This is an optimization exercise on Yosys and OpenROAD, whose aim is small area and few clock cycles per item, not a production implementation. The RTL was checked by simulation tests, not by an equivalence proof against the original design. Power and IR drop assume default switching activity.

===== design.v =====
module sorting_network #(
  parameter int NUMBER_WIDTH   = 16,
  parameter int NUMBERS_AMOUNT = 16
)(
  input                                                 clk_i,
  input                                                 rst_i,
  input  [NUMBERS_AMOUNT * NUMBER_WIDTH - 1 : 0]       data_i,
  input                                                 data_valid_i,
  output                                                ready_o,
  output [NUMBERS_AMOUNT * NUMBER_WIDTH - 1 : 0]       data_o,
  output                                                data_valid_o,
  input                                                 ready_i
);
localparam int LAYERS_AMOUNT = NUMBERS_AMOUNT + 1;
function logic [2 * NUMBER_WIDTH - 1 : 0] comp_and_swap
(
  input logic [2 * NUMBER_WIDTH - 1 : 0] unsorted_data
);
  if( unsorted_data[NUMBER_WIDTH - 1 : 0] > unsorted_data[2 * NUMBER_WIDTH - 1 : NUMBER_WIDTH] )
    comp_and_swap = { unsorted_data[NUMBER_WIDTH - 1 : 0],
                      unsorted_data[2 * NUMBER_WIDTH - 1 : NUMBER_WIDTH] };
  else
    comp_and_swap = unsorted_data;
endfunction
logic [LAYERS_AMOUNT - 1 : 0][NUMBERS_AMOUNT - 1 : 0][NUMBER_WIDTH - 1 : 0] network;
logic [LAYERS_AMOUNT - 1 : 0][NUMBERS_AMOUNT - 1 : 0][NUMBER_WIDTH - 1 : 0] network_comb;
logic [LAYERS_AMOUNT - 1 : 0]                                               data_valid_d;
always_comb
  begin
    network_comb[0] = data_i;
    network_comb[LAYERS_AMOUNT - 1 : 1] = network[LAYERS_AMOUNT - 1 : 1];
    for( int layer = 1; layer < LAYERS_AMOUNT; layer++ )
      if( layer % 2 )
        if( NUMBERS_AMOUNT % 2 )
          begin
            for( int pair = 0; pair < NUMBERS_AMOUNT - 1; pair += 2 )
              network_comb[layer][pair + 1 -: 2] = comp_and_swap( network[layer - 1][pair + 1 -: 2] );
            network_comb[layer][NUMBERS_AMOUNT - 1] = network[layer - 1][NUMBERS_AMOUNT - 1];
          end
        else
          for( int pair = 0; pair < NUMBERS_AMOUNT; pair += 2 )
            network_comb[layer][pair + 1 -: 2] = comp_and_swap( network[layer - 1][pair + 1 -: 2] );
      else
        if( NUMBERS_AMOUNT % 2 )
          begin
            network_comb[layer][0] = network[layer - 1][0];
            for( int pair = 1; pair < NUMBERS_AMOUNT; pair += 2 ) 
              network_comb[layer][pair + 1 -: 2] = comp_and_swap( network[layer - 1][pair + 1 -: 2] );
          end
        else
          begin
            network_comb[layer][0]                  = network[layer - 1][0];
            for( int pair = 1; pair < NUMBERS_AMOUNT - 1; pair += 2 ) 
              network_comb[layer][pair + 1 -: 2] = comp_and_swap( network[layer - 1][pair + 1 -: 2] );
            network_comb[layer][NUMBERS_AMOUNT - 1] = network[layer - 1][NUMBERS_AMOUNT - 1];
          end
  end
always_ff @( posedge clk_i, posedge rst_i )
  if( rst_i )
    network <= '0;
  else
    if( ready_o )
      network <= network_comb;
always_ff @( posedge clk_i, posedge rst_i )
  if( rst_i )
    data_valid_d <= '0;
  else
    if( ready_o )
      begin
        data_valid_d[0] <= data_valid_i;
        for( int i = 1; i < LAYERS_AMOUNT; i++ )
          data_valid_d[i] <= data_valid_d[i - 1];
      end
assign data_o       = network[LAYERS_AMOUNT - 1];
assign data_valid_o = data_valid_d[LAYERS_AMOUNT - 1];
assign ready_o      = ready_i || !data_valid_o;
endmodule

===== run.sh =====
#!/bin/bash
# synth_recipe.tcl (not shown) runs the flow's synth.tcl, then flattens the netlist and writes it again
# the make line also repeats each setting of config.mk as NAME=value (left out here)
make -C /OpenROAD-flow-scripts/flow DESIGN_CONFIG=/design/flow/config.mk WORK_HOME=/design/flow/orfs CLKGATE_MAP_FILE= SYNTH_SCRIPT=/design/flow/synth_recipe.tcl finish

===== config.mk =====
export PLATFORM = sky130hd
export DESIGN_NAME = sorting_network
export DESIGN_NICKNAME = sorting_network
export VERILOG_FILES = /design/flow/design.v
export SDC_FILE = /design/flow/constraint.sdc
export NUM_CORES = 4
export LEC_CHECK = 0
export CAP_MARGIN = 20
export CORE_MARGIN = 2
export CORE_UTILIZATION = 35
export PLACE_DENSITY = 0.5
export SLEW_MARGIN = 20

===== constraint.sdc =====
create_clock -name core_clock -period 5.0 [get_ports {clk_i}]
set_input_delay 1.0000 -clock core_clock [delete_from_list [all_inputs] [get_ports {clk_i}]]
set_output_delay 1.0000 -clock core_clock [all_outputs]
set_load 0.01 [all_outputs]

==> run summary <==
cell type report:
type	count	area, µm²	share of cell area, %
Antenna cell	5	12.5	0.00407
Clock inverter	137	1670	0.541
Multi-Input combinational cell	24400	150000	48.6
Inverter	1931	7270	2.36
Clock buffer	818	16500	5.35
Timing Repair Buffer	964	10100	3.27
Sequential cell	4369	109000	35.5
Tap cell	10600	13200	4.30
synth_stat cells, types with 14 or more instances:
cell type / instances / area (µm²)
sky130_fd_sc_hd__a211oi_2: 53 / 663
sky130_fd_sc_hd__a21boi_0: 53 / 398
sky130_fd_sc_hd__a21boi_1: 14 / 105
sky130_fd_sc_hd__a21o_1: 120 / 901
sky130_fd_sc_hd__a21oi_1: 3424 / 17100
sky130_fd_sc_hd__a22o_1: 58 / 508
sky130_fd_sc_hd__a22oi_1: 992 / 7450
sky130_fd_sc_hd__a311o_1: 24 / 240
sky130_fd_sc_hd__and3_1: 848 / 5310
sky130_fd_sc_hd__buf_1: 161 / 604
sky130_fd_sc_hd__buf_2: 810 / 4050
sky130_fd_sc_hd__buf_4: 408 / 3060
sky130_fd_sc_hd__buf_6: 43 / 484
sky130_fd_sc_hd__clkbuf_1: 1885 / 7080
sky130_fd_sc_hd__dfrtp_1: 4369 / 109000
sky130_fd_sc_hd__ha_1: 1920 / 24000
sky130_fd_sc_hd__inv_1: 1930 / 7240
sky130_fd_sc_hd__nand2_1: 3619 / 13600
sky130_fd_sc_hd__nand2b_1: 19 / 119
sky130_fd_sc_hd__nand3_1: 2904 / 14500
sky130_fd_sc_hd__nand4_1: 3211 / 20100
sky130_fd_sc_hd__nor2_1: 3006 / 11300
sky130_fd_sc_hd__nor2b_1: 112 / 701
sky130_fd_sc_hd__nor3_2: 53 / 531
sky130_fd_sc_hd__nor4_1: 58 / 363
sky130_fd_sc_hd__nor4_2: 53 / 663
sky130_fd_sc_hd__o211ai_1: 2029 / 15200
sky130_fd_sc_hd__o21a_1: 53 / 398
sky130_fd_sc_hd__o21ai_0: 340 / 1700
sky130_fd_sc_hd__o21bai_1: 58 / 435
sky130_fd_sc_hd__o22a_1: 120 / 1050
sky130_fd_sc_hd__o2bb2ai_1: 53 / 464
sky130_fd_sc_hd__o311ai_0: 140 / 1230
sky130_fd_sc_hd__o311ai_1: 852 / 7460
sky130_fd_sc_hd__or2_4: 53 / 464
sky130_fd_sc_hd__or3_1: 53 / 332
sky130_fd_sc_hd__or4_1: 93 / 698
sky130_fd_sc_hd__or4_4: 18 / 203
kinds of logic (layout without fill, tap and decap cells):
logic type               count (synthesis)  in the layout
AND/OR/NAND/NOR                      14100          14100
other                                    0              5
AO/OA/AOI/OAI                         8392           8392
buffers and inverters                 5238           3850
flip-flops                            4369           4369
adder cells (fa/ha/maj)               1920           1920
power by group:
| part | internal (mW) | total [mW] | leakage (nW) | switching, mW |
|---|---|---|---|---|
| sequential | 48.4 | 68.8 | 56.8 | 20.4 |
| combinational | 33.8 | 99.0 | 62.7 | 65.3 |
| clock | 24.1 | 41.0 | 8.94 | 16.9 |
| total | 106 | 209 | 128 | 103 |
routing by layer:
layer / part of all wire, % / wire, µm / vias up
li1: - / - / 122000
met1: 44 / 440000 / 128000
met2: 48 / 479000 / 6467
met3: 4.0 / 40500 / 1570
met4: 4.9 / 49500 / 0
met5: 0 / 0 / -
stage by stage:
| step | instances | power (mW) | worst slack (ns) |
|---|---|---|---|
| after floorplan | 34000 | 138 | -56.90 |
| after global placement | 42200 | 164 | 0.876 |
| after detailed placement | 42200 | 167 | 0.871 |
| after CTS | 43200 | 209 | 0.945 |
| after global routing | 43200 | 225 | 0.967 |
| final | 43200 | 209 | 1.04 |
path summary, 6_finish.rpt:
kind,cells past startpoint,from,end,slack (ns)
max in group asynchronous,5,rst_i,network[1873],2.93
worst min register to register,2,network[2827],network[3083],0.46
worst max-delay path,3,data_valid_d[16],ready_o,1.04
worst max register to register,7,network[4030],network[4277],1.22
min in group core_clock,3,data_i[170],network[170],0.43
worst min-delay path,2,rst_i,network[4345],0.25
flip-flops by register name (all words and copies together), names as in the netlist:
signal and flops:
network 4352, data_valid_d 17
==> summary.md <==
• run status: complete, no violations
• Die Outline Area: 0.808 mm²
• number of enable flip-flop cells after synthesis: 0
• number of buffer and inverter instances along the worst setup path: 2
• core region area: 0.798 mm²
• Total Neg Setup Slack: 0 ns
• cell breakdown of the critical path: nor2b_4 -> inv_16 -> clkdlybuf4s50_1
• worst slack on hold paths: 0.253 ns
• maximum level of the CTS H-tree: 6
• relative slew slack: 17.4%
• mean post-synth cell area: 8.23 µm²
• VDD IR-drop max: 0.613 mV
• RSZ-0062 raised after global routing: false
• Period minus WS final: 3.96 ns
• TritonCTS clock tree: built
• WL per Instance: 23.3 µm
• number of I/O port buffers: 517
• wire length of the first global-routing pass: 1,530,000 µm
• vias in the first global route: 237,000
• data arrival time of the critical path: 2.96 ns
• number of register bits inferred by synthesis: 4,369
• routed via count divided by cell count: 5.96
• global placer's final weighted congestion: 0.861
• Worst Setup Start Kind: register
• final-stage net count: 34,400
• aggregate routed wire length: 1,010,000 µm
• fraction of the mapped netlist area in compound gates: 19.8%
• most common cell after layout, fill and taps aside: sky130_fd_sc_hd__dfrtp_1
• Congestion Overflow GR: 0
• height of the die: 899 µm
• net count of the mapped netlist: 36,200
• share of cells above drive strength 1: 5.16%
• pin slew with the least headroom to its limit: 1.24 ns
• clk slew on worst S/H paths: 0.06 ns
• DP HPWL: 718,000 µm
• count of hold buffers inserted by post-cts repair: 0
• maximum root-to-sink buffer count: 4
• CTS Root Cell: sky130_fd_sc_hd__clkbuf_16
• post-synthesis instance total: 34,000
• Req. time, crit path: 4.00 ns
• max-slew violations: 0
• met1 usage: 31.9%
• static leakage: 128 nW
• power per unit of standard cell area: 679 mW/mm²
• met3 Usage GRT: 2.08%
• number of filler cells placed in the layout: 81,000
• post-CTS setup repair buffer count: 0
• classification of the worst-slack hold path: in -> async
• Num Clock Sinks: 4,369
• Netlist cell types: 44
• largest delay contributor family on the critical path: buffers and inverters
• share of synthesized registers carrying an async set or reset: 100%
• count of antenna-violating nets left after detailed routing: 0
• cell row count: 328
• Finished Core Util: 38.6%
• global router's overall resource usage: 23.8%
• cell with the largest stage delay on the worst path: sky130_fd_sc_hd__clkdlybuf4s50_1
• clock latency on the worst-skew pair: 1.12 ns
• Netlist Area Pre-Place: 0.280 mm²
• slowest cell delay on critical path: 0.69 ns
• commonest non-fill, non-tap cells in the layout: sky130_fd_sc_hd__dfrtp_1, sky130_fd_sc_hd__nand2_1, sky130_fd_sc_hd__a21oi_1
• arithmetic-cell share of the synthesized area counting full adders, half adders and majority gates: 8.57%
• number of top-level pins: 518
• Max-cap violations: 0
• DR vias: 258,000
• hold violation count in the final report: 0
• Synthesis Warnings: 1
• synthesized-area fraction occupied by and/or/nand/nor cells: 24.6%
• Setup violations, final: 0
• highest achievable clock rate: 253 MHz
• Die Span X: 899 µm
• sequential-to-total area share from yosys stat: 39.0%
• crit-path max FO: 69
• number of buffers added by the clock tree synthesis step: 554
• drc violations: 0
• period utilization: 79.1%
• signed area change from the synthesized netlist to the final layout: 9.73%
• maximum number of pins on one net before global-route repair: 247
• worst setup skew after layout: 0.0523 ns
• proportion of synthesized area in mux cells: 0%
• total cell area at the placement stage: 0.289 mm²
• main flop type after synthesis: sky130_fd_sc_hd__dfrtp_1
• First DRT Iteration DRCs: 23,600
• nature of the critical path endpoint: primary output
• final non-filler cell area: 0.308 mm²
• post-cts gate resize count: 0
• xor/xnor share of the synthesized area: 0%
• initial antenna violation count: 2
• detailed-routing iteration count for the pre-antenna-repair pass: 6
• initial standard-cell utilization of the core: 35.1%
• kind of critical path: reg -> out
• global routing's busiest layer: met2
• largest family of logic cells by synthesized area: simple AND/OR/NAND/NOR gates
• met2 usage in global routing: 39.7%
Testbench counts, summed over its fixed seeds: cycles 4,068, items 4,000.

## port drivers added, routing unchanged
How much do the figures lean on ideal ports? The routed layout below was timed once more, with nothing changed but the port constraints.
Step 1, drivers: a clkbuf_16 drives clk_i and a buf_2 each remaining input, both assumed.
Step 2 adds t to the input delays and takes it off the output delays; t is the mean of the earliest and latest rising clock arrival at the registers after step 1. Input paths then give back, and output paths get back, about the clock's delay inside the block.
Slacks: ideal ports / drivers / drivers and shift; pairs: ideal ports / drivers.
shift t [ns]: 1.243
setup WS [ns]: 1.044 / 0.891 / 0.792
latest minus earliest clock arrival (ns): 0.072 / 0.072
worst slew at a driven data input, ns: 0.13
cell pins on the clock port's net: 1
After both steps this run still meets setup and hold. For this run, drivers alone change the setup slack by -0.153 ns; drivers and shift together by -0.252 ns.
